This is an optimization exercise on Yosys and OpenROAD, whose aim is a short achievable clock period and few clock cycles, not a production implementation. Only simulation tests tie the RTL to the original design; equivalence was not proved. Power is estimated from default activity; no workload was simulated.

`design.v`:
```
module zmips_mux232(
    input [31:0] a, b,
    input sel,
    output [31:0] y
    );
assign y = (sel == 0) ? a : b;
endmodule: zmips_mux232
module zmips_mux432(
    input [31:0] a, b, c, d,
    input [1:0] sel,
    output reg [31:0] y
    );
always_comb begin
    case (sel)
    2'b00: begin
        y = a;
    end
    2'b01: begin
        y = b;
    end
    2'b10: begin
        y = c;
    end
    2'b11: begin
        y = d;
    end
    endcase
end
endmodule: zmips_mux432
module zmips_n_adder #(
    parameter W = 32,
    parameter L = 5      
  ) (
    input [W-1:0] a, b,
    input cin,
    output [W-1:0] sum,
    output cout
  );
logic [W-1:0] x;
logic [W-1:0] gg [0:L];
logic [W-1:0] pp [0:L];
assign x     = a ^ b;
assign gg[0] = a & b;
assign pp[0] = a | b;
genvar l, i;
generate
for (l = 0; l < L; l = l + 1) begin : lvl
    for (i = 0; i < W; i = i + 1) begin : bit_
        if (i >= (1 << l)) begin : op
            assign gg[l+1][i] = gg[l][i] | (pp[l][i] & gg[l][i - (1 << l)]);
            assign pp[l+1][i] = pp[l][i] & pp[l][i - (1 << l)];
        end else begin : pass
            assign gg[l+1][i] = gg[l][i];
            assign pp[l+1][i] = pp[l][i];
        end
    end
end
endgenerate
logic [W:0] c;
assign c    = {gg[L] | (pp[L] & {W{cin}}), cin};
assign sum  = x ^ c[W-1:0];
assign cout = c[W];
endmodule: zmips_n_adder
module zmips_barrel_shift(
    input [31:0] a,
    input [4:0] shift,
    input [1:0] op,
    output reg [31:0] y,
    output reg cout
    );
always_comb begin
    case (op)
    2'b01: {cout, y} = a << shift;
    2'b10: {y, cout} = {a, 1'b0} >>> shift;
    2'b11: {y, cout} = {a, 1'b0} >> shift;
    default: {y, cout} = {a, 1'b0};
    endcase
end
endmodule: zmips_barrel_shift
module zmips_alu(
    input [31:0] a, b,
    input [3:0] op,
    input [4:0] shamt,
    input cin,
    output [31:0] y,
    output zero, cout
    );
localparam A_ADD = 6'h0;  
localparam A_SUB = 6'h1;
localparam A_AND = 6'h2;
localparam A_OR  = 6'h4;
localparam A_EOR = 6'h6;
localparam A_NOP = 6'h8;  
localparam A_SLL = 6'ha;
localparam A_SRA = 6'hc;
localparam A_SRL = 6'he;
logic [31:0] b_in;            
logic [31:0] add_rslt;        
logic [31:0] and_rslt;        
logic [31:0] or_rslt;         
logic [31:0] eor_rslt;        
logic [31:0] g0_y;            
logic [31:0] g1_y;            
logic [1:0] i_op;             
logic i_group;                
logic i_cout;
logic g0_cout, g1_cout;       
assign i_op = op[2:1];
assign i_group = op[3];
assign zero = ~|y;
assign b_in = b ^ {32{op[0]}};
assign {i_cout, add_rslt} = a + b_in + {31'b0, cin};     
assign and_rslt = a & b_in;
assign or_rslt = a | b_in;
assign eor_rslt = a ^ b_in;
zmips_mux432 ALU_I_MUX(
        .a(add_rslt),
        .b(and_rslt),
        .c(or_rslt),
        .d(eor_rslt),
        .sel(i_op),
        .y(g0_y)
    );
assign g0_cout = (i_op == 2'b00) ? i_cout : 1'b0;   
zmips_barrel_shift ALU_I_BS(.a(a), .shift(shamt), .op(i_op), .y(g1_y), .cout(g1_cout));
zmips_mux232 ALU_IO_MUX(.a(g0_y), .b(g1_y), .sel(i_group), .y(y));
assign cout = i_group ? g1_cout : g0_cout;
endmodule: zmips_alu
module zmips_regfile(
    input [4:0] addr_0, addr_1, wr_addr,
    input [31:0] wr_data, pc_val,
    input pc_wr, wr, clk,
    output [31:0] data_0, data_1
    );
logic [31:0] regfile [0:29];
logic [31:0] pc_reg;
logic [1:0] regsel_0, regsel_1;
assign regsel_0 = {&addr_0[4:1], addr_0[0]};
assign regsel_1 = {&addr_1[4:1], addr_1[0]};
logic [31:0] rf_0, rf_1;
assign rf_0 = (wr && wr_addr == addr_0) ? wr_data : regfile[addr_0];
assign rf_1 = (wr && wr_addr == addr_1) ? wr_data : regfile[addr_1];
zmips_mux432 MUX_D0(
    .a(rf_0),
    .b(rf_0),
    .c(pc_reg),
    .d(pc_val),
    .sel(regsel_0),
    .y(data_0)
);
zmips_mux432 MUX_D1(
    .a(rf_1),
    .b(rf_1),
    .c(pc_reg),
    .d(pc_val),
    .sel(regsel_1),
    .y(data_1)
);
always_ff @(posedge clk) begin
    if (wr && ((&wr_addr[4:1]) == 1'b0)) begin
        regfile[wr_addr] <= wr_data;
    end
end
always_ff @(posedge clk) begin
    if (pc_wr) begin
        pc_reg <= pc_val;
    end
end
endmodule: zmips_regfile
module zmips(
    input [31:0] i_data,
    output [31:0] i_addr, d_addr, d_data_o,
    input [31:0] d_data_i,
    input clk, rst,  
    output d_wr, d_rd
    );
localparam K = 10;   
logic [31:0] pc;
logic        d_valid;
logic [31:0] d_ir;
logic [29:0] d_rs_oh, d_rt_oh;   
logic [31:0] d_pc4;
logic        d_fdone;       
logic        d_pred;        
logic        e_valid;
logic [31:0] e_a, e_b, e_bx;   
logic        e_fbl;         
logic        e_lda, e_ldb;  
logic        e_inv;         
logic        e_s_add, e_s_and, e_s_or, e_s_xor, e_s_shl, e_s_shr, e_s_pass;  
logic        e_q_and, e_q_or, e_q_xor, e_q_pass;  
logic [3:0]  e_l1, e_l2, e_r1, e_r2;    
logic [1:0]  e_l3, e_r3;
logic [5:0]  e_funct;
logic        e_cinc;        
logic        e_wr, e_ld, e_st;
logic [4:0]  e_rd;
logic        e_wz, e_wc, e_wn, e_force;
logic        e_li;
logic        e_jr;          
logic        e_br, e_pred, e_bset;
logic [1:0]  e_cc;
logic [31:0] e_target, e_pc4;
logic        m_wr, m_ld, m_st, m_rd_v;
logic        w_wr;          
logic [4:0]  w_rd;          
logic [31:0] w_val;         
logic [4:0]  m_rd;
logic [31:0] m_res, m_data;
logic        flag_z, flag_c, flag_n;
logic [31:0] rf [0:29];
logic [31:0] r30;
assign i_addr = pc;
logic [31:0] pc4;
assign pc4 = pc + 32'd4;
logic f_jpl, f_br, f_bpred, f_jmp30, f_redirect;
assign f_jpl   = i_data[31:30] == 2'b11;
assign f_br    = i_data[31:30] == 2'b10;
assign f_bpred = f_br & ((i_data[27:26] == 2'b11) | i_data[25]);
assign f_jmp30 = (i_data[31:30] == 2'b00) & (&i_data[5:0]) & (i_data[25:21] == 5'd30);
logic f_fwd_ok, f_bwd_ok;
assign f_fwd_ok = ~(|i_data[25:4]) & ~(&pc4[K+1:6]);
assign f_bwd_ok = (&i_data[25:5]) & (|pc4[K+1:7]);
logic [K-1:0] f_lo;
assign f_lo = pc4[K+1:2] + i_data[K-1:0];
logic d_is_jpl;
logic [31:0] f_target;
logic f_take_br, f_take_jmp;
assign f_take_br  = f_bpred & (f_fwd_ok | f_bwd_ok);
assign f_take_jmp = f_jmp30 & ~(d_valid & d_is_jpl);
assign f_redirect = f_jpl | f_take_br | f_take_jmp;
always_comb begin
    if (f_jpl)          f_target = {i_data[29:0], 2'b00};
    else if (f_take_br) f_target = {pc4[31:K+2], f_lo[K-1:0], pc4[1:0]};
    else                f_target = r30;
end
logic [4:0] d_rs, d_rt, d_rdf;
assign d_rs = d_ir[25:21];
assign d_rt = d_ir[20:16];
assign d_rdf = d_ir[15:11];
logic d_rfmt, d_li, d_brf, d_jmp;
assign d_rfmt   = d_ir[31:30] == 2'b00;
assign d_li     = d_ir[31:30] == 2'b01;
assign d_brf    = d_ir[31:30] == 2'b10;
assign d_is_jpl = d_ir[31:30] == 2'b11;
assign d_jmp    = d_rfmt & (&d_ir[5:0]);
logic d_b3, d_b2, d_b1, d_b0;
assign {d_b3, d_b2, d_b1, d_b0} = d_ir[29:26];
logic d_wen, d_ld, d_st;
logic [4:0] d_wrd;
assign d_ld  = d_rfmt & d_b3 & d_b2;
assign d_st  = d_rfmt & d_b3 & ~d_b2;
assign d_wrd = d_li ? 5'd0 : d_rdf;
assign d_wen  = d_li ? d_ir[28] : (d_rfmt & d_b2 & ~(&d_rdf[4:1]));
logic d_usea, d_useb;
assign d_usea = d_rfmt;
assign d_useb = d_rfmt & ~d_b0 & ~d_jmp;    
logic [31:0] wb_val;
logic [31:0] d_rsv, d_rtv, d_av, d_bv;
logic [31:0] d_rf_rs, d_rf_rt;
always_comb begin
    d_rf_rs = 32'b0;
    d_rf_rt = 32'b0;
    for (int i = 0; i < 30; i++) begin
        d_rf_rs = d_rf_rs | (rf[i] & {32{d_rs_oh[i]}});
        d_rf_rt = d_rf_rt | (rf[i] & {32{d_rt_oh[i]}});
    end
end
assign wb_val = m_ld ? d_data_i : m_res;
always_comb begin
    if (d_rs == 5'd31)      d_rsv = d_pc4;
    else if (d_rs == 5'd30) d_rsv = r30;
    else if (m_wr && m_rd == d_rs) d_rsv = wb_val;
    else if (w_wr && w_rd == d_rs) d_rsv = w_val;
    else                    d_rsv = d_rf_rs;
end
always_comb begin
    if (d_rt == 5'd31)      d_rtv = d_pc4;
    else if (d_rt == 5'd30) d_rtv = r30;
    else if (m_wr && m_rd == d_rt) d_rtv = wb_val;
    else if (w_wr && w_rd == d_rt) d_rtv = w_val;
    else                    d_rtv = d_rf_rt;
end
assign d_av = d_li ? {{6{d_ir[25]}}, d_ir[25:0]} : d_rsv;
assign d_bv = d_rtv;
logic e_hit_rs, e_hit_rt;
assign e_hit_rs = e_valid & e_wr & (e_rd == d_rs);
assign e_hit_rt = e_valid & e_wr & (e_rd == d_rt);
logic d_a_fast, d_b_fast;
assign d_a_fast = d_b0 ? (d_ir[5:4] == 2'b00) : (d_ir[5:4] != 2'b00);
assign d_b_fast = d_ir[5:4] != 2'b00;
logic stall;
assign stall = d_valid & (
        (e_ld & ((d_usea & e_hit_rs & (d_jmp | ~d_a_fast)) |
                 (d_useb & e_hit_rt & ~d_b_fast))));
logic [31:0] d_target;
assign d_target = d_pc4 + {d_ir[25] ? 4'hf : 4'h0, d_ir[25:0], 2'b00};
logic e_redirect;
logic [31:0] e_rtarget;
logic d_fready, d_fval, d_ftaken;
logic e_fz, e_fc, e_fn;
assign e_fz = (e_valid & e_wz) ? e_funct[2] : flag_z;
assign e_fc = (e_valid & e_wc) ? e_funct[1] : flag_c;
assign e_fn = (e_valid & e_wn) ? e_funct[0] : flag_n;
always_comb begin
    case (d_ir[27:26])
    2'b00:   begin d_fready = ~(e_valid & e_wz & ~e_force); d_fval = e_fz; end
    2'b01:   begin d_fready = ~(e_valid & e_wc & ~e_force); d_fval = e_fc; end
    2'b10:   begin d_fready = ~(e_valid & e_wn & ~e_force); d_fval = e_fn; end
    default: begin d_fready = 1'b1;                         d_fval = 1'b1; end
    endcase
end
assign d_ftaken = (d_ir[27:26] == 2'b11) | (d_fval == d_ir[29]);
logic d_btaken;    
assign d_btaken = d_fready ? d_ftaken : d_pred;
logic d_redirect;
assign d_redirect = d_valid & d_brf & (d_btaken ^ d_fdone) & ~stall;
logic [31:0] pc_slow;
logic f_go;
always_comb begin
    if (e_redirect)       pc_slow = e_rtarget;
    else if (stall)       pc_slow = pc;
    else if (d_redirect)  pc_slow = d_btaken ? d_target : d_pc4;
    else                  pc_slow = pc4;
end
assign f_go = f_redirect & ~(e_redirect | stall | d_redirect);
always_ff @(posedge clk) begin
    if (rst)        pc <= 32'b0;
    else if (f_go)  pc <= f_target;
    else            pc <= pc_slow;
end
always_ff @(posedge clk) begin
    if (rst || e_redirect || (d_redirect && !stall)) begin
        d_valid <= 1'b0;
    end else if (!stall) begin
        d_valid <= 1'b1;
    end
    if (!stall) begin
        d_ir    <= i_data;
        for (int i = 0; i < 30; i++) begin
            d_rs_oh[i] <= i_data[25:21] == i[4:0];
            d_rt_oh[i] <= i_data[20:16] == i[4:0];
        end
        d_pc4   <= pc4;
        d_fdone <= f_redirect;
        d_pred  <= f_bpred;
    end
end
always_ff @(posedge clk) begin
    if (d_valid && d_is_jpl && !e_redirect && !rst)
        r30 <= d_pc4;
end
logic d_shl, d_shz;
logic [4:0] d_sha;
logic [3:0] d_oh1, d_oh2;
logic [1:0] d_oh3;
assign d_shl = ~d_li & d_b0 & (d_ir[5:4] == 2'b01);
assign d_shz = d_li | (d_ir[5:4] == 2'b00);
assign d_sha = d_shz ? 5'd0 : d_ir[10:6];
assign d_oh1 = 4'b0001 << d_sha[1:0];
assign d_oh2 = 4'b0001 << d_sha[3:2];
assign d_oh3 = 2'b01 << d_sha[4];
logic d_lfw;
assign d_lfw = e_ld & ((e_hit_rs & d_rfmt) | (e_hit_rt & d_useb));
always_ff @(posedge clk) begin
    if (rst || e_redirect || stall || !d_valid) begin
        e_valid <= 1'b0;
    end else begin
        e_valid <= 1'b1;
    end
    e_a      <= (e_hit_rs & ~e_ld & d_rfmt) ? e_y : d_av;
    e_b      <= (e_hit_rt & ~e_ld) ? e_y : d_bv;
    e_bx     <= ((e_hit_rt & ~e_ld) ? e_y : d_bv) ^ {32{d_ir[3]}};
    e_fbl    <= e_hit_rt & e_ld;
    e_lda    <= e_hit_rs & e_ld & d_rfmt;
    e_ldb    <= e_hit_rt & e_ld & d_useb;
    e_inv    <= d_ir[3];
    e_s_add  <= ~d_li & ~d_b0 & (d_ir[5:4] == 2'b00);
    e_s_and  <= ~d_li & ~d_b0 & (d_ir[5:4] == 2'b01) & ~d_lfw;
    e_s_or   <= ~d_li & ~d_b0 & (d_ir[5:4] == 2'b10) & ~d_lfw;
    e_s_xor  <= ~d_li & ~d_b0 & (d_ir[5:4] == 2'b11) & ~d_lfw;
    e_q_and  <= ~d_li & ~d_b0 & (d_ir[5:4] == 2'b01) & d_lfw;
    e_q_or   <= ~d_li & ~d_b0 & (d_ir[5:4] == 2'b10) & d_lfw;
    e_q_xor  <= ~d_li & ~d_b0 & (d_ir[5:4] == 2'b11) & d_lfw;
    e_q_pass <= (d_li | (d_b0 & (d_ir[5:4] == 2'b00))) & d_lfw;
    e_s_shl  <= d_shl;
    e_s_shr  <= ~d_li & d_b0 & d_ir[5];
    e_s_pass <= (d_li | (d_b0 & (d_ir[5:4] == 2'b00))) & ~d_lfw;
    e_l1     <= d_shl ? d_oh1 : 4'b0;
    e_l2     <= d_shl ? d_oh2 : 4'b0;
    e_l3     <= d_shl ? d_oh3 : 2'b0;
    e_r1     <= d_shl ? 4'b0 : d_oh1;
    e_r2     <= d_shl ? 4'b0 : d_oh2;
    e_r3     <= d_shl ? 2'b0 : d_oh3;
    e_funct  <= d_li ? 6'b0 : d_ir[5:0];
    e_cinc   <= d_b2;
    e_wr     <= d_wen;
    e_ld     <= d_ld;
    e_st     <= d_st;
    e_rd     <= d_wrd;
    e_wz     <= d_rfmt & ~d_jmp & (d_b1 | d_ir[2]);
    e_wc     <= d_rfmt & ~d_jmp & (d_b1 | d_ir[1]);
    e_wn     <= d_rfmt & ~d_jmp & (d_b1 | d_ir[0]);
    e_force  <= d_b1;
    e_li     <= d_li;
    e_jr     <= d_jmp & ~d_fdone;
    e_br     <= d_brf;
    e_pred   <= d_btaken;
    e_bset   <= d_ir[29];
    e_cc     <= d_ir[27:26];
    e_target <= d_target;
    e_pc4    <= d_pc4;
end
logic ecin;
assign ecin = ~e_cinc | flag_c;
logic [31:0] e_sum;
logic e_sum_c;
zmips_n_adder #(.W(32)) ADD0(.a(e_a), .b(e_bx), .cin(ecin), .sum(e_sum), .cout(e_sum_c));
logic [31:0] e_la, e_lb;
assign e_la = e_lda ? d_data_i : e_a;
assign e_lb = e_ldb ? (d_data_i ^ {32{e_inv}}) : e_bx;
logic [31:0] e_and, e_or, e_xor, e_qand, e_qor, e_qxor;
assign e_and  = e_a & e_bx;
assign e_or   = e_a | e_bx;
assign e_xor  = e_a ^ e_bx;
assign e_qand = e_la & e_lb;
assign e_qor  = e_la | e_lb;
assign e_qxor = e_la ^ e_lb;
logic e_sum_z;
assign e_sum_z = &(~((e_a ^ e_bx) ^ {e_a[30:0] | e_bx[30:0], ecin}));
logic [32:0] e_lv0, e_lv1, e_lv2, e_lv3, e_rv0, e_rv1, e_rv2, e_rv3;
assign e_lv0 = {1'b0, e_a};
assign e_rv0 = {e_a, 1'b0};
always_comb begin
    e_lv1 = ({33{e_l1[0]}} & e_lv0)        | ({33{e_l1[1]}} & (e_lv0 << 1)) |
            ({33{e_l1[2]}} & (e_lv0 << 2)) | ({33{e_l1[3]}} & (e_lv0 << 3));
    e_lv2 = ({33{e_l2[0]}} & e_lv1)        | ({33{e_l2[1]}} & (e_lv1 << 4)) |
            ({33{e_l2[2]}} & (e_lv1 << 8)) | ({33{e_l2[3]}} & (e_lv1 << 12));
    e_lv3 = ({33{e_l3[0]}} & e_lv2)        | ({33{e_l3[1]}} & (e_lv2 << 16));
    e_rv1 = ({33{e_r1[0]}} & e_rv0)        | ({33{e_r1[1]}} & (e_rv0 >> 1)) |
            ({33{e_r1[2]}} & (e_rv0 >> 2)) | ({33{e_r1[3]}} & (e_rv0 >> 3));
    e_rv2 = ({33{e_r2[0]}} & e_rv1)        | ({33{e_r2[1]}} & (e_rv1 >> 4)) |
            ({33{e_r2[2]}} & (e_rv1 >> 8)) | ({33{e_r2[3]}} & (e_rv1 >> 12));
    e_rv3 = ({33{e_r3[0]}} & e_rv2)        | ({33{e_r3[1]}} & (e_rv2 >> 16));
end
logic [31:0] e_y;
logic e_co, e_zero;
logic [31:0] e_yr, e_yq;
assign e_yr = ({32{e_s_add}} & e_sum) | ({32{e_s_and}} & e_and) |
              ({32{e_s_or}}  & e_or)  | ({32{e_s_xor}} & e_xor) |
              ({32{e_s_shl}} & e_lv3[31:0]) | ({32{e_s_shr}} & e_rv3[32:1]) |
              ({32{e_s_pass}} & e_a);
assign e_yq = ({32{e_q_and}} & e_qand) | ({32{e_q_or}} & e_qor) |
              ({32{e_q_xor}} & e_qxor) | ({32{e_q_pass}} & e_la);
assign e_y = e_yr | e_yq;
assign e_co = (e_s_add & e_sum_c) | (e_s_shl & e_lv3[32]) | (e_s_shr & e_rv3[0]);
assign e_zero = (e_s_add & e_sum_z) | (e_s_and & ~|e_and) | (e_s_or & ~|e_or) |
                (e_s_xor & ~|e_xor) | (e_s_shl & ~|e_lv3[31:0]) |
                (e_s_shr & ~|e_rv3[32:1]) | (e_s_pass & ~|e_a) |
                (e_q_and & ~|e_qand) | (e_q_or & ~|e_qor) | (e_q_xor & ~|e_qxor) |
                (e_q_pass & ~|e_la);
always_ff @(posedge clk) begin
    if (rst) begin
        flag_z <= 1'b0;
        flag_c <= 1'b0;
        flag_n <= 1'b0;
    end else if (e_valid) begin
        if (e_wz) flag_z <= e_force ? e_funct[2] : e_zero;
        if (e_wc) flag_c <= e_force ? e_funct[1] : e_co;
        if (e_wn) flag_n <= e_force ? e_funct[0] : e_y[31];
    end
end
logic e_flag, e_taken;
always_comb begin
    case (e_cc)
    2'b00: e_flag = flag_z;
    2'b01: e_flag = flag_c;
    default: e_flag = flag_n;
    endcase
end
assign e_taken    = (e_cc == 2'b11) | (e_flag == e_bset);
assign e_redirect = e_valid & ((e_br & (e_taken ^ e_pred)) | e_jr);
assign e_rtarget  = e_jr ? e_a : e_taken ? e_target : e_pc4;
always_ff @(posedge clk) begin
    m_res  <= e_y;
    m_data <= e_fbl ? d_data_i : e_b;
    m_rd   <= e_rd;
    if (rst || !e_valid) begin
        m_wr <= 1'b0;
        m_ld <= 1'b0;
        m_st <= 1'b0;
    end else begin
        m_wr <= e_wr;
        m_ld <= e_ld;
        m_st <= e_st;
    end
end
assign d_addr   = m_res;
assign d_data_o = m_data;
assign d_wr     = m_st;
assign d_rd     = m_ld;
always_ff @(posedge clk) begin
    w_rd  <= m_rd;
    w_val <= wb_val;
    if (rst) w_wr <= 1'b0;
    else     w_wr <= m_wr;
    if (w_wr) rf[w_rd] <= w_val;
end
endmodule
```
`flow/run.sh`:
```
#!/bin/bash
set -eo pipefail
bash standard.sh SETUP_SLACK_MARGIN=6 finish > standard.log 2>&1
```
`standard.sh`:
```
#!/bin/bash
# synth_recipe.tcl (not shown) runs the flow's synth.tcl, then flattens the netlist and writes it again
# the make line also repeats each setting of config.mk as NAME=value (left out here)
make -C /OpenROAD-flow-scripts/flow DESIGN_CONFIG=/design/flow/config.mk WORK_HOME=/design/flow/orfs CLKGATE_MAP_FILE= SYNTH_SCRIPT=/design/flow/synth_recipe.tcl "${@:-finish}"
```
`config.mk`:
```
export PLATFORM = sky130hd
export DESIGN_NAME = zmips
export DESIGN_NICKNAME = zmips
export VERILOG_FILES = /design/flow/design.v
export SDC_FILE = /design/flow/constraint.sdc
export NUM_CORES = 4
export LEC_CHECK = 0
export ABC_CLOCK_PERIOD_IN_PS = 3000
export CAP_MARGIN = 30
export CORE_MARGIN = 2
export CORE_UTILIZATION = 40
export SLEW_MARGIN = 30
```
`constraint.sdc`:
```
create_clock -name core_clock -period 9.0 [get_ports {clk}]
set_input_delay 1.8000 -clock core_clock [delete_from_list [all_inputs] [get_ports {clk}]]
set_output_delay 1.8000 -clock core_clock [all_outputs]
set_load 0.01 [all_outputs]
```
==> qor.yml, run 1 <==
outcome: "timing/DRC/antenna clean"
antenna_found_initial: 18
postCtsHoldBufs: 0
rsz0062_at_grt: "true"
period_minus_slack_ns: 3.34
rows: 156
worstMarginPinSlew_ns: 1.18
portBuffers: 163
die_w_um: 431
drt_iter0_markers: 14131
synth-seq-cells: 1479
die_area_um2: 186000
synth_edf_count: 1118
drc_errors: 0
crit_slowest_cell: "or3_4"
hold_violations: 0
cp.required_ns: 9.69
cp-start-kind: "primary input"
cts_tree: "yes"
grt_max_degree: 81
yosysWarnings: 4
final_nets: 7224
drt-wirelength-per-cell_um: 43.0
num_vias: 70235
drtPass1Iterations: 9
drv_slew: 0
cts_made_buffers: 162
fin_tns_setup_ns: 0
crit_fanout: 3
gp_congestion: 1.08
clock_skew_ns: 0.0804
wirelength_um: 409000
critPathArrivalTime_ns: 4.03
slew_headroom: 0.212
ys_types: 94
hp-class: "flip-flop to flip-flop"
cp_num_buf_inv: 1
peakVddDrop_mv: 0.185
fillers: 15613
grt_pass1_vias: 65241
grt_util_all_layers: 0.421
grt_overflow: 0
total_power_uw: 20500
p_per_area_nw_per_um2: 219
p_leak_uw: 0.0331
hold_ws_ns: 0.400
yosysSeqAreaShare: 0.559
synth.avg_cell_area_um2: 11.3
insertion_delay_ns: 0.85
synth_top_area_frac: 0.460
cap_viol_max_count: 0
syn_to_final_growth_pct: 28.6
root_buffer: "clkbuf_16"
core_um2: 181000
drive_gt1_frac: 0.292
top_register: "rf"
largest_reg_flops: 960
critPathTopFamily: "compound AO/OA/AOI/OAI gates"
cp-end-kind: "flip-flop"
r2r_cells: 11
mappedNetlistNets: 6697
die_h_um: 431
ys_async_sr_fraction: 0
critical_path_class: "primary input to flip-flop"
synthCells: 6460
syn-cell-area_um2: 72900
yosys_most_used_dff: "edfxtp_1"
grt_pass1_wl_um: 543000
finalSetupViolCount: 0
io-pin-count: 164
cts_buffer_depth: 3
yosysMostFrequentCell: "edfxtp_1"
period_share: 0.371
initial_core_util: 0.403
synth_area_leader_cell: "edfxtp_1"
htree_levels: 4
hold_path_depth: 0
fmax_ghz: 0.300
crit_path_max_incr_delay_ns: 0.47
critical_path_depth: 11
hpwl_um: 249000
ys_top_cells_by_count: "edfxtp_1 (1118), a22oi_1 (1013), clkbuf_1 (426)"
antenna_left: 0
clk_pin_slew_ns: 0.06
cts_sinks: 1479
synth_top_cells_by_area: "edfxtp_1 (46%), a22oi_1 (10%), dfxtp_1 (9.9%)"
worstPathCellList: "buf_8 -> xnor2_4 -> a21oi_4 -> ha_4 -> a222oi_1 -> nand3_1 -> a21oi_2 -> o21ai_2 -> or3_4 -> a21o_1 -> xor2_1"
via_per_inst: 7.39
-- power breakdown --
part           total (µW)  internal (µW)  leakage (µW)  switching [µW]
Clock                6990           3980       0.00266            3010
Combinational        4920           1970        0.0169            2960
Sequential           8610           7950        0.0136             665
-- routing by layer --
layer	GRT usage	part of all wire	routed length [µm]
met1	0.499	0.33	135000
met2	0.611	0.41	168000
met3	0.157	0.15	61600
met4	0.340	0.11	43600
met5	0.00416	0.00046	187
-- path summary, 6_finish.rpt --
| kind | slack [ns] | startpoint | to |
|---|---|---|---|
| worst max-delay path | 5.66 | d_data_i[21] | e_bx[21]$_DFF_P_ |
| worst min-delay path | 0.40 | m_rd[4]$_DFF_P_ | w_rd[4]$_DFF_P_ |
| worst max register to register | 5.69 | e_a[2]$_DFF_P_ | e_bx[21]$_DFF_P_ |
| worst min register to register | 0.40 | m_rd[4]$_DFF_P_ | w_rd[4]$_DFF_P_ |
-- cells in the final DEF (no fill, tap or decap), drive strengths merged, types with 29 or more instances in the layout --
master,instances
inv,212
nand2,386
nor3,45
dfxtp,361
a22oi,1013
a21o,41
a22o,122
xor2,92
ha,168
clkbuf,205
xnor2,106
mux2i,74
nor2b,50
nor4,132
nand3,203
and3,29
buf,849
a211oi,187
o21ai,170
mux2,77
nand4,209
a221oi,136
a222oi,29
o21a,41
nor2,327
clkinv,64
edfxtp,1118
a21oi,223
-- repair_timing --
item                                     CTS  global route
pin swaps                                230           205
hold endpoints to repair                   0             0
buffers inserted                         288           158
cloned                                     8             4
resized for setup                       1699           408
endpoints found under the setup margin   416           577
-- cells by family after synthesis --
group | count (synthesis) | share of synthesized area
compound gates | 2206 | 0.222
xor+xnor | 198 | 0.0238
fa+ha+maj | 171 | 0.0296
buf+inv | 714 | 0.0373
flops | 1479 | 0.559
mux | 151 | 0.0220
simple gates | 1541 | 0.106
-- per-stage QoR --
stage                     setup WS [ns]  area (µm²)  std cells   util
final                              5.66       93800       9506  0.518
after global routing               5.60       93800       9494  0.518
after CTS                          5.72       90500       9330  0.500
after detailed placement           3.50       78800       8735  0.435
after global placement             3.62       78600       8728  0.435
after floorplan                    5.07       74000       6460      -
-- final cells by class --
type                       instances  area, µm²  area share
clock buffer                     201       4350      0.0464
clock inverter                    98       1110      0.0119
sequential                      1479      41100       0.439
antenna                           14       35.0    0.000374
timing repair buffer             862       8270      0.0882
multi-input combinational       4273      35100       0.374
inverter                         209        820     0.00874
tap                             2370       2970      0.0316
Testbench counts, summed over its fixed seeds: cycles 46,278.
==> run 2: changes to the inputs <==
--- a/design.v
+++ b/design.v
@@ -189,6 +189,8 @@
 logic        e_inv;         
 logic        e_s_add, e_s_and, e_s_or, e_s_xor, e_s_shl, e_s_shr, e_s_pass;  
 logic        e_q_and, e_q_or, e_q_xor, e_q_pass;  
+logic        e_zs_add, e_zs_and, e_zs_or, e_zs_xor, e_zs_shl, e_zs_shr, e_zs_pass;
+logic        e_zq_and, e_zq_or, e_zq_xor, e_zq_pass;
 logic [3:0]  e_l1, e_l2, e_r1, e_r2;    
 logic [1:0]  e_l3, e_r3;
 logic [5:0]  e_funct;
@@ -362,6 +364,8 @@
 assign d_oh3 = 2'b01 << d_sha[4];
 logic d_lfw;
 assign d_lfw = e_ld & ((e_hit_rs & d_rfmt) | (e_hit_rt & d_useb));
+logic d_wzr;
+assign d_wzr = d_rfmt & ~d_jmp & ~d_b1 & d_ir[2];
 always_ff @(posedge clk) begin
     if (rst || e_redirect || stall || !d_valid) begin
         e_valid <= 1'b0;
@@ -383,6 +387,17 @@
     e_q_or   <= ~d_li & ~d_b0 & (d_ir[5:4] == 2'b10) & d_lfw;
     e_q_xor  <= ~d_li & ~d_b0 & (d_ir[5:4] == 2'b11) & d_lfw;
     e_q_pass <= (d_li | (d_b0 & (d_ir[5:4] == 2'b00))) & d_lfw;
+    e_zs_add  <= d_wzr & ~d_b0 & (d_ir[5:4] == 2'b00);
+    e_zs_and  <= d_wzr & ~d_b0 & (d_ir[5:4] == 2'b01) & ~d_lfw;
+    e_zs_or   <= d_wzr & ~d_b0 & (d_ir[5:4] == 2'b10) & ~d_lfw;
+    e_zs_xor  <= d_wzr & ~d_b0 & (d_ir[5:4] == 2'b11) & ~d_lfw;
+    e_zs_shl  <= d_wzr & d_b0 & (d_ir[5:4] == 2'b01);
+    e_zs_shr  <= d_wzr & d_b0 & d_ir[5];
+    e_zs_pass <= d_wzr & d_b0 & (d_ir[5:4] == 2'b00) & ~d_lfw;
+    e_zq_and  <= d_wzr & ~d_b0 & (d_ir[5:4] == 2'b01) & d_lfw;
+    e_zq_or   <= d_wzr & ~d_b0 & (d_ir[5:4] == 2'b10) & d_lfw;
+    e_zq_xor  <= d_wzr & ~d_b0 & (d_ir[5:4] == 2'b11) & d_lfw;
+    e_zq_pass <= d_wzr & d_b0 & (d_ir[5:4] == 2'b00) & d_lfw;
     e_s_shl  <= d_shl;
     e_s_shr  <= ~d_li & d_b0 & d_ir[5];
     e_s_pass <= (d_li | (d_b0 & (d_ir[5:4] == 2'b00))) & ~d_lfw;
@@ -454,11 +469,11 @@
               ({32{e_q_xor}} & e_qxor) | ({32{e_q_pass}} & e_la);
 assign e_y = e_yr | e_yq;
 assign e_co = (e_s_add & e_sum_c) | (e_s_shl & e_lv3[32]) | (e_s_shr & e_rv3[0]);
-assign e_zero = (e_s_add & e_sum_z) | (e_s_and & ~|e_and) | (e_s_or & ~|e_or) |
-                (e_s_xor & ~|e_xor) | (e_s_shl & ~|e_lv3[31:0]) |
-                (e_s_shr & ~|e_rv3[32:1]) | (e_s_pass & ~|e_a) |
-                (e_q_and & ~|e_qand) | (e_q_or & ~|e_qor) | (e_q_xor & ~|e_qxor) |
-                (e_q_pass & ~|e_la);
+assign e_zero = (e_zs_add & e_sum_z) | (e_zs_and & ~|e_and) | (e_zs_or & ~|e_or) |
+                (e_zs_xor & ~|e_xor) | (e_zs_shl & ~|e_lv3[31:0]) |
+                (e_zs_shr & ~|e_rv3[32:1]) | (e_zs_pass & ~|e_a) |
+                (e_zq_and & ~|e_qand) | (e_zq_or & ~|e_qor) | (e_zq_xor & ~|e_qxor) |
+                (e_zq_pass & ~|e_la);
 always_ff @(posedge clk) begin
     if (rst) begin
         flag_z <= 1'b0;
==> run 2 against run 1 <==
  * Fmax is 4.2% lower
  * Final cell count increased by 0.66%
  * Utilization rose by 1.4 points
  * Flip-flop and latch count grew 11
  * Highest routed layer unchanged
==> qor.yml, run 2 <==
outcome: "timing/DRC/antenna clean"
cp.required_ns: 9.75  # +0.06 ns
hp-class: "flip-flop to flip-flop"
yosys_most_used_dff: "edfxtp_1"
root_buffer: "clkbuf_16"
hold_path.startpoint: "e_rd[1]$_SDFF_PP0_"
htree_levels: 4  # unchanged
p_per_area_nw_per_um2: 213  # -2.6%
cp-start-kind: "primary input"
cts_sinks: 1490  # +0.74%
gp_congestion: 1.07  # -0.53%
rrSetupSlack_ns: 5.60  # -0.09 ns
antenna_found_initial: 25  # +7
power_frac_clock: 0.351  # +0.010
core_um2: 181000  # -0.11%
grt_pass1_vias: 65324  # +0.13%
crit_fanout: 4  # +1
finalSetupViolCount: 0  # unchanged
clock_skew_ns: 0.0714  # -0.00902 ns
seq_area_um2: 41400  # +0.55%
fin_tns_setup_ns: 0  # unchanged
r2r_cells: 14  # +3
place_inst: 8681  # -0.62%
cts_buffer_depth: 3  # unchanged
drv_slew: 0  # unchanged
clk_pin_slew_ns: 0.08  # +0.02 ns
via_per_inst: 7.35  # -0.48%
synthCells: 6410  # -0.77%
grt_util_all_layers: 0.425  # +0.00368
pwr-share-comb: 0.226  # -0.014
final_nets: 7279  # +0.76%
p_leak_uw: 0.0345  # +4.3%
grt_max_degree: 65  # -20%
die_w_um: 431  # -0.10%
ys_top_cells_by_count: "edfxtp_1 (1118), a22oi_1 (1055), clkbuf_1 (426)"
slew_headroom: 0.236  # +0.0237
syn-cell-area_um2: 72800  # -0.21%
antenna_left: 0  # unchanged
hpwl_um: 244000  # -1.9%
holdPathEnd: "m_rd[1]$_DFF_P_"
critical_path_class: "primary input to flip-flop"
rr_endpoint: "pc[27]$_SDFFE_PP0P_"
drtPass1Iterations: 10  # +1
fillers: 15283  # -2.1%
syn_to_final_growth_pct: 32.1
critPathArrivalTime_ns: 4.23  # +0.20 ns
hold_path_depth: 0  # unchanged
cts_made_buffers: 160  # -1.2%
insertion_delay_ns: 0.86  # about the same
synth_edf_count: 1118  # unchanged
postCtsHoldBufs: 0  # unchanged
synth.avg_cell_area_um2: 11.4  # +0.57%
portBuffers: 163  # unchanged
synth-seq-cells: 1490  # +0.74%
num_vias: 70360  # +0.18%
cts_tree: "yes"
mappedNetlistNets: 6647  # -0.75%
synth_top_cells_by_area: "edfxtp_1 (46%), a22oi_1 (11%), dfxtp_1 (10%)"
initial_core_util: 0.403  # about the same
crit_start: "d_data_i[31]"
hold_violations: 0  # unchanged
peakVddDrop_mv: 0.183  # -1.1%
largest_reg_flops: 960  # unchanged
synth_top_area_frac: 0.461  # +0.000949
cp-end-kind: "flip-flop"
yosysSeqAreaShare: 0.563  # +0.00418
ys_types: 93  # -1.1%
grt_overflow: 0  # unchanged
yosysMostFrequentCell: "edfxtp_1"
period_minus_slack_ns: 3.48  # +0.147 ns
swShare: 0.322  # -0.000999
ys_async_sr_fraction: 0  # unchanged
grt_pass1_wl_um: 545000  # +0.43%
yosysWarnings: 4  # unchanged
drc_errors: 0  # unchanged
wirelength_um: 413000  # +0.98%
drt-wirelength-per-cell_um: 43.2  # +0.32%
fmax_ghz: 0.287  # -4.2%
layout_common_cells: "edfxtp_1 (1118), a22oi_1 (1030), buf_4 (535)"
worstMarginPinSlew_ns: 1.15  # -0.0356 ns
fin_cells: 9569  # +0.66%
rows: 156  # unchanged
period_share: 0.387  # +0.0163
p_seq_frac: 0.424  # +0.004
cap_viol_max_count: 0  # unchanged
drt_iter0_markers: 14953  # +5.8%
rsz0062_at_grt: "true"
die_h_um: 431  # -0.10%
drive_gt1_frac: 0.313  # +0.0210
p_int_uw: 13900  # unchanged
p_sw_uw: 6600  # -0.46%
die_area_um2: 185000  # -0.20%
multiInputGateArea_um2: 34800  # -0.87%
synth_area_leader_cell: "edfxtp_1"
final_common_cell: "edfxtp_1"
io-pin-count: 164  # unchanged
top_register: "rf"
r2r_start: "flag_z$_SDFFE_PP0P_"
[run 2: changes by cell type in the layout (fill, tap and decap cells not counted), sizes merged, moves of 16 or more]
cell / delta
o21ai: -16
mux2i: +39
a22oi: +42
nand2: -48
a21oi: +18
a221oi: -29
a22o: -24
buf: +66
xor2: +19
nor2: +46
nor2b: -31
inv: +19
[run 2: layer usage]
metal	vias up	global-route usage	wire, µm
met5	-	0	310
met4	18	0.366	47000
met3	2213	0.164	61600
met2	7239	0.607	168000
met1	34118	0.500	136000
li1	26772	-	-
[run 2: cell families (layout without fill, tap and decap cells)]
kind of cell | Yosys count | after routing | synth area share
compound gates | 2163 | 2163 | 0.217
other cells | 0 | 24 | 0
buf+inv | 713 | 1474 | 0.0373
flops | 1490 | 1490 | 0.563
simple gates | 1474 | 1478 | 0.100
fa+ha+maj | 171 | 171 | 0.0297
xor+xnor | 209 | 209 | 0.0251
mux | 190 | 190 | 0.0274
[run 2: power by group through the flow]
| stage | Clock [µW] | Combinational, µW | Sequential [µW] |
|---|---|---|---|
| 5_1_grt | 7420 | 4680 | 8690 |
| 4_1_cts | 7140 | 4080 | 8630 |
| 6_report | 7190 | 4620 | 8690 |
| 3_5_place_dp | 0 | 3240 | 8790 |
| 3_3_place_gp | 0 | 3250 | 8780 |
| 2_1_floorplan | 0 | 1780 | 8440 |
[run 2: what timing repair did]
item	in CTS	in global routing
buffers inserted	383	151
pin swaps	274	315
gates resized for setup	1879	493
setup endpoints to repair	514	495
gates cloned	20	14
[run 2: worst max-delay path by stage]
stage | slack [ns] | end | cells after the start
6_report | 5.52 | flag_z$_SDFFE_PP0P_ | 12
5_1_grt | 5.53 | pc[11]$_SDFFE_PP0P_ | 12
4_1_cts | 5.59 | flag_z$_SDFFE_PP0P_ | 12
3_5_place_dp | 3.60 | pc[10]$_SDFFE_PP0P_ | 10
3_3_place_gp | 3.69 | pc[10]$_SDFFE_PP0P_ | 10
2_1_floorplan | 4.61 | pc[28]$_SDFFE_PP0P_ | 11
[run 2: layout make-up]
type | instances | area share
Timing Repair Buffer | 955 | 0.109
Multi-Input combinational cell | 4211 | 0.362
Clock inverter | 103 | 0.0146
Tap cell | 2370 | 0.0308
Sequential cell | 1490 | 0.430
Clock buffer | 192 | 0.0441
Inverter | 224 | 0.00894
Antenna cell | 24 | 0.000625
[run 2: metrics by stage]
stage,hold WS [ns],cell area (µm²),power [µW],worst slack [ns],utilization
final,0.397,96200,20500,5.52,0.532
after global routing,0.413,96100,20800,5.53,0.532
after CTS,0.395,92400,19800,5.59,0.511
after detailed placement,0.388,78600,12000,3.60,0.435
after global placement,0.385,78400,12000,3.69,0.434
after floorplan,0.346,73800,10200,4.61,-
[run 2: worst max-delay path, cell delays in order]
cell and delay, ns:
buf_12 0.11, xnor2_4 0.17, a21oi_4 0.08, inv_2 0.07
ha_4 0.18, nand4_1 0.23, nor4_2 0.38, nand4_1 0.20
or4_1 0.54, nand4_1 0.10, nor3_2 0.09, a311oi_1 0.26
Testbench counts of run 2, summed over its fixed seeds: cycles 46,278.
==> run 3: changes to the inputs <==
--- a/design.v
+++ b/design.v
@@ -204,9 +204,6 @@
 logic [1:0]  e_cc;
 logic [31:0] e_target, e_pc4;
 logic        m_wr, m_ld, m_st, m_rd_v;
-logic        w_wr;          
-logic [4:0]  w_rd;          
-logic [31:0] w_val;         
 logic [4:0]  m_rd;
 logic [31:0] m_res, m_data;
 logic        flag_z, flag_c, flag_n;
@@ -273,14 +270,12 @@
     if (d_rs == 5'd31)      d_rsv = d_pc4;
     else if (d_rs == 5'd30) d_rsv = r30;
     else if (m_wr && m_rd == d_rs) d_rsv = wb_val;
-    else if (w_wr && w_rd == d_rs) d_rsv = w_val;
     else                    d_rsv = d_rf_rs;
 end
 always_comb begin
     if (d_rt == 5'd31)      d_rtv = d_pc4;
     else if (d_rt == 5'd30) d_rtv = r30;
     else if (m_wr && m_rd == d_rt) d_rtv = wb_val;
-    else if (w_wr && w_rd == d_rt) d_rtv = w_val;
     else                    d_rtv = d_rf_rt;
 end
 assign d_av = d_li ? {{6{d_ir[25]}}, d_ir[25:0]} : d_rsv;
@@ -515,10 +510,6 @@
 assign d_wr     = m_st;
 assign d_rd     = m_ld;
 always_ff @(posedge clk) begin
-    w_rd  <= m_rd;
-    w_val <= wb_val;
-    if (rst) w_wr <= 1'b0;
-    else     w_wr <= m_wr;
-    if (w_wr) rf[w_rd] <= w_val;
+    if (m_wr) rf[m_rd] <= wb_val;
 end
 endmodule
==> run 3 against run 2 <==
  * Synthesized area fell by 2.2%
  * Still clean on timing, DRC and antenna
  * Critical path type is now flip-flop to flip-flop
  * Clock power fell by 6.8%
  * Power fell by 2.7%
  * Non-clock buffer count fell by 114
  * Largest cell class unchanged
  * Setup slack improved by 0.025 ns
  * Highest routed layer unchanged
  * Critical path depth did not move
  * Synthesized cell count fell by 4.7%
  * Routed wire length fell by 2.7%
  * Hold slack improved by 0.0063 ns
  * Combinational power rose by 11%
==> qor.yml, run 3 <==
root_buffer: "clkbuf_16"
period_share: 0.384  # -0.00276
final_common_cell: "edfxtp_1"
synth-compound-area-share: 0.225  # +0.00817
synth_top_cells_by_area: "edfxtp_1 (47%), dfxtp_1 (9.4%), a221oi_1 (6.2%)"
outcome: "timing/DRC/antenna clean"
rsz0062_at_grt: "true"
hold_violations: 0  # unchanged
postCtsHoldBufs: 0  # unchanged
p_per_area_nw_per_um2: 216  # +1.5%
yosys_most_used_dff: "edfxtp_1"
cp-end-kind: "flip-flop"
p_seq_frac: 0.405  # -0.019
synthCells: 6111  # -4.7%
synth_top_family_by_area: "compound AO/OA/AOI/OAI gates"
ys_types: 89  # -4.3%
core_um2: 176000  # -2.3%
synth-seq-cells: 1452  # -2.6%
gp_congestion: 1.06  # -1.3%
pwr-share-comb: 0.258  # +0.032
fin_tns_setup_ns: 0  # unchanged
peakVddDrop_mv: 0.201  # +9.9%
layout_common_cells: "edfxtp_1 (1118), a22o_1 (478), buf_4 (469)"
met1_usage: 0.486  # -0.0133
place_inst: 8354  # -3.8%
drc_errors: 0  # unchanged
insertion_delay_ns: 0.88  # +0.02 ns
drtPass1Iterations: 10  # unchanged
initial_core_util: 0.403  # +0.000490
portBuffers: 163  # unchanged
cp-endpoint: "pc[31]$_SDFFE_PP0P_"
synth_area_leader_cell: "edfxtp_1"
final_core_util: 0.522  # -0.00984
ys_async_sr_fraction: 0  # unchanged
grt_busiest_layer: "met2"
drt_iter0_markers: 14221  # -4.9%
die_w_um: 426  # -1.1%
grt_util_all_layers: 0.424  # -0.000557
synth.avg_cell_area_um2: 11.6  # +2.6%
fin_cells: 9131  # -4.6%
clock_skew_ns: 0.0620  # -0.00942 ns
met2_usage: 0.616  # +0.00876
met3_usage: 0.173  # +0.00930
num_vias: 68396  # -2.8%
drv_slew: 0  # unchanged
synth_fa_ha_area_frac: 0.0304  # +0.000677
critical_path_class: "flip-flop to flip-flop"
p_leak_uw: 0.0331  # -4.2%
syn_to_final_growth_pct: 29.5
final_nets: 6879  # -5.5%
rows: 154  # -1.3%
cts_sinks: 1452  # -2.6%
period_minus_slack_ns: 3.46  # -0.0248 ns
ys_top_cells_by_count: "edfxtp_1 (1118), a221oi_1 (503), a22o_1 (481)"
rrSetupSlack_ns: 5.54  # -0.06 ns
grt_overflow: 0  # unchanged
antenna_found_initial: 23  # -8.0%
clk_pin_slew_ns: 0.06  # -0.02 ns
synth_edf_count: 1118  # unchanged
syn-cell-area_um2: 71200  # -2.2%
cap_viol_max_count: 0  # unchanged
slew_headroom: 0.229  # -0.00652
fmax_ghz: 0.289  # +0.72%
crit_fanout: 5  # +1
die_h_um: 426  # -1.1%
cp.required_ns: 9.74  # about the same
hpwl_um: 237000  # -2.8%
finalSetupViolCount: 0  # unchanged
p_sw_uw: 6520  # -1.1%
grt_pass1_wl_um: 530000  # -2.6%
p_int_uw: 13400  # -3.5%
yosysMostFrequentCell: "edfxtp_1"
worstMarginPinSlew_ns: 1.16  # +0.00978 ns
yosysWarnings: 4  # unchanged
crit_start: "d_ir[18]$_DFFE_PN_"
grt_pass1_vias: 62600  # -4.2%
r2r_cells: 12  # -2
via_per_inst: 7.49  # +1.9%
htree_levels: 4  # unchanged
synth_xor_area_frac: 0.0247  # -0.000411
cts_tree: "yes"
hp-class: "flip-flop to flip-flop"
fillers: 15168  # -0.75%
swShare: 0.327  # +0.00531
cts_made_buffers: 158  # -1.3%
drt-wirelength-per-cell_um: 44.0  # +2.0%
drive_gt1_frac: 0.291  # -0.0214
power_frac_clock: 0.336  # -0.015
yosysSeqAreaShare: 0.566  # +0.00216
synthMuxAreaShare: 0.0274  # -0.0000597
critPathArrivalTime_ns: 4.20  # -0.03 ns
synth-simple-area-share: 0.0886  # -0.0118
rr_endpoint: "pc[31]$_SDFFE_PP0P_"
r2r_start: "d_ir[18]$_DFFE_PN_"
mappedNetlistNets: 6348  # -4.5%
wirelength_um: 402000  # -2.7%
top_register: "rf"
cts_buffer_depth: 3  # unchanged
cp-start-kind: "flip-flop"
die_area_um2: 181000  # -2.2%
synth_top_area_frac: 0.472  # +0.0105
grt_max_degree: 69  # +6.2%
antenna_left: 0  # unchanged
largest_reg_flops: 960  # unchanged
io-pin-count: 164  # unchanged
run 3: worst max-delay path, stage by stage (launching register included):
cell,delay (ns)
edfxtp_1,0.53
buf_4,0.21
ha_4,0.30
and3_4,0.22
and3_2,0.25
nand3_4,0.13
a211oi_4,0.36
o32ai_2,0.16
o21bai_1,0.18
a21o_1,0.18
mux2_2,0.34
a211o_1,0.29
a211oi_1,0.19
run 3: worst min path at each step:
| stage | cells after the start | endpoint | startpoint |
|---|---|---|---|
| global placement | 0 | m_rd[0]$_DFF_P_ | e_rd[0]$_SDFF_PP0_ |
| finish | 0 | m_rd[3]$_DFF_P_ | e_rd[3]$_SDFF_PP0_ |
| detailed placement | 0 | m_rd[3]$_DFF_P_ | e_rd[3]$_SDFF_PP0_ |
| CTS | 0 | m_rd[0]$_DFF_P_ | e_rd[0]$_SDFF_PP0_ |
| floorplan | 0 | e_cc[0]$_DFF_P_ | d_ir[26]$_DFFE_PN_ |
| global route | 0 | m_rd[3]$_DFF_P_ | e_rd[3]$_SDFF_PP0_ |
run 3: power groups by stage:
| stage | logic (µW) | clock network [µW] | registers, µW |
|---|---|---|---|
| after floorplan | 1900 | 0 | 8050 |
| after global placement | 3540 | 0 | 8210 |
| after detailed placement | 3530 | 0 | 8210 |
| after CTS | 4400 | 6670 | 8060 |
| after global routing | 5200 | 6930 | 8090 |
| final | 5150 | 6700 | 8080 |
run 3: through the flow:
step	worst slack [ns]	hold WS, ns	total power (µW)	area [µm²]
after floorplan	4.84	0.371	9950	72200
after global placement	3.44	0.403	11700	76900
after detailed placement	3.44	0.390	11700	76900
after CTS	5.57	0.405	19100	88400
after global routing	5.40	0.411	20200	92100
final	5.54	0.404	19900	92200
run 3: what timing repair did:
action | CTS | global route
resized for setup | 1636 | 481
pin swaps | 213 | 231
endpoints found under the setup margin | 1250 | 511
gates cloned | 17 | 7
setup buffers | 266 | 178
run 3: cell type report:
| class | instances | area, µm² | area share |
|---|---|---|---|
| repair inverters | 1 | 7.51 | 0.0000815 |
| diodes | 16 | 40.0 | 0.000434 |
| multi-input cells | 3944 | 33800 | 0.367 |
| clock buffers | 204 | 4260 | 0.0462 |
| repair buffers | 841 | 8650 | 0.0938 |
| clock inverters | 89 | 941 | 0.0102 |
| well taps | 2340 | 2930 | 0.0318 |
| inverters | 244 | 963 | 0.0105 |
| flip-flops and latches | 1452 | 40600 | 0.440 |
run 3: logic make-up after synthesis:
kind of cell | Yosys count
buffers and inverters | 722
and+or+nand+nor | 1295
DFF | 1452
adders and majority gates | 171
muxes | 189
AOI/OAI and AO/OA | 2081
xor gates and xnor gates | 201
run 3: metal layers:
layer	wire, µm	up-vias
met1	129000	33197
met5	132	-
met4	44700	20
met3	61900	2362
met2	166000	7219
li1	-	25598
Testbench counts of run 3, summed over its fixed seeds: cycles 46,278.

## afterwards: timing with drivers on the ports
The results above use ideal ports. As a check the final layouts listed here were re-extracted and re-timed, cells and wires unchanged. Step 1, drivers: a clkbuf_16 drives clk and a buf_2 each remaining input, both assumed. Step 2 also shifts input and output timing later by t, the mid clock arrival at the registers, as if the neighbouring blocks saw the same clock. a / b / c = ideal / step 1 / step 2; a / b = the first two.
run | shift t [ns] | setup slack, ns | hold WS [ns] | worst register clock-pin slew, ns | cell pins on the clock port's net
run 1 | 0.901 | 5.662 / 5.657 / 4.756 | 0.400 / 0.400 / 0.400 | 0.07 / 0.07 | 1
run 2 | 0.916 | 5.515 / 5.551 / 4.635 | 0.397 / 0.397 / 0.397 | 0.08 / 0.08 | 1
run 3 | 0.930 | 5.540 / 5.540 / 4.672 | 0.404 / 0.404 / 0.404 | 0.08 / 0.08 | 1
After both steps setup and hold are still met in every run listed. For run 1, which loses most, drivers alone change the setup slack by -0.005 ns; drivers and shift together by -0.906 ns.
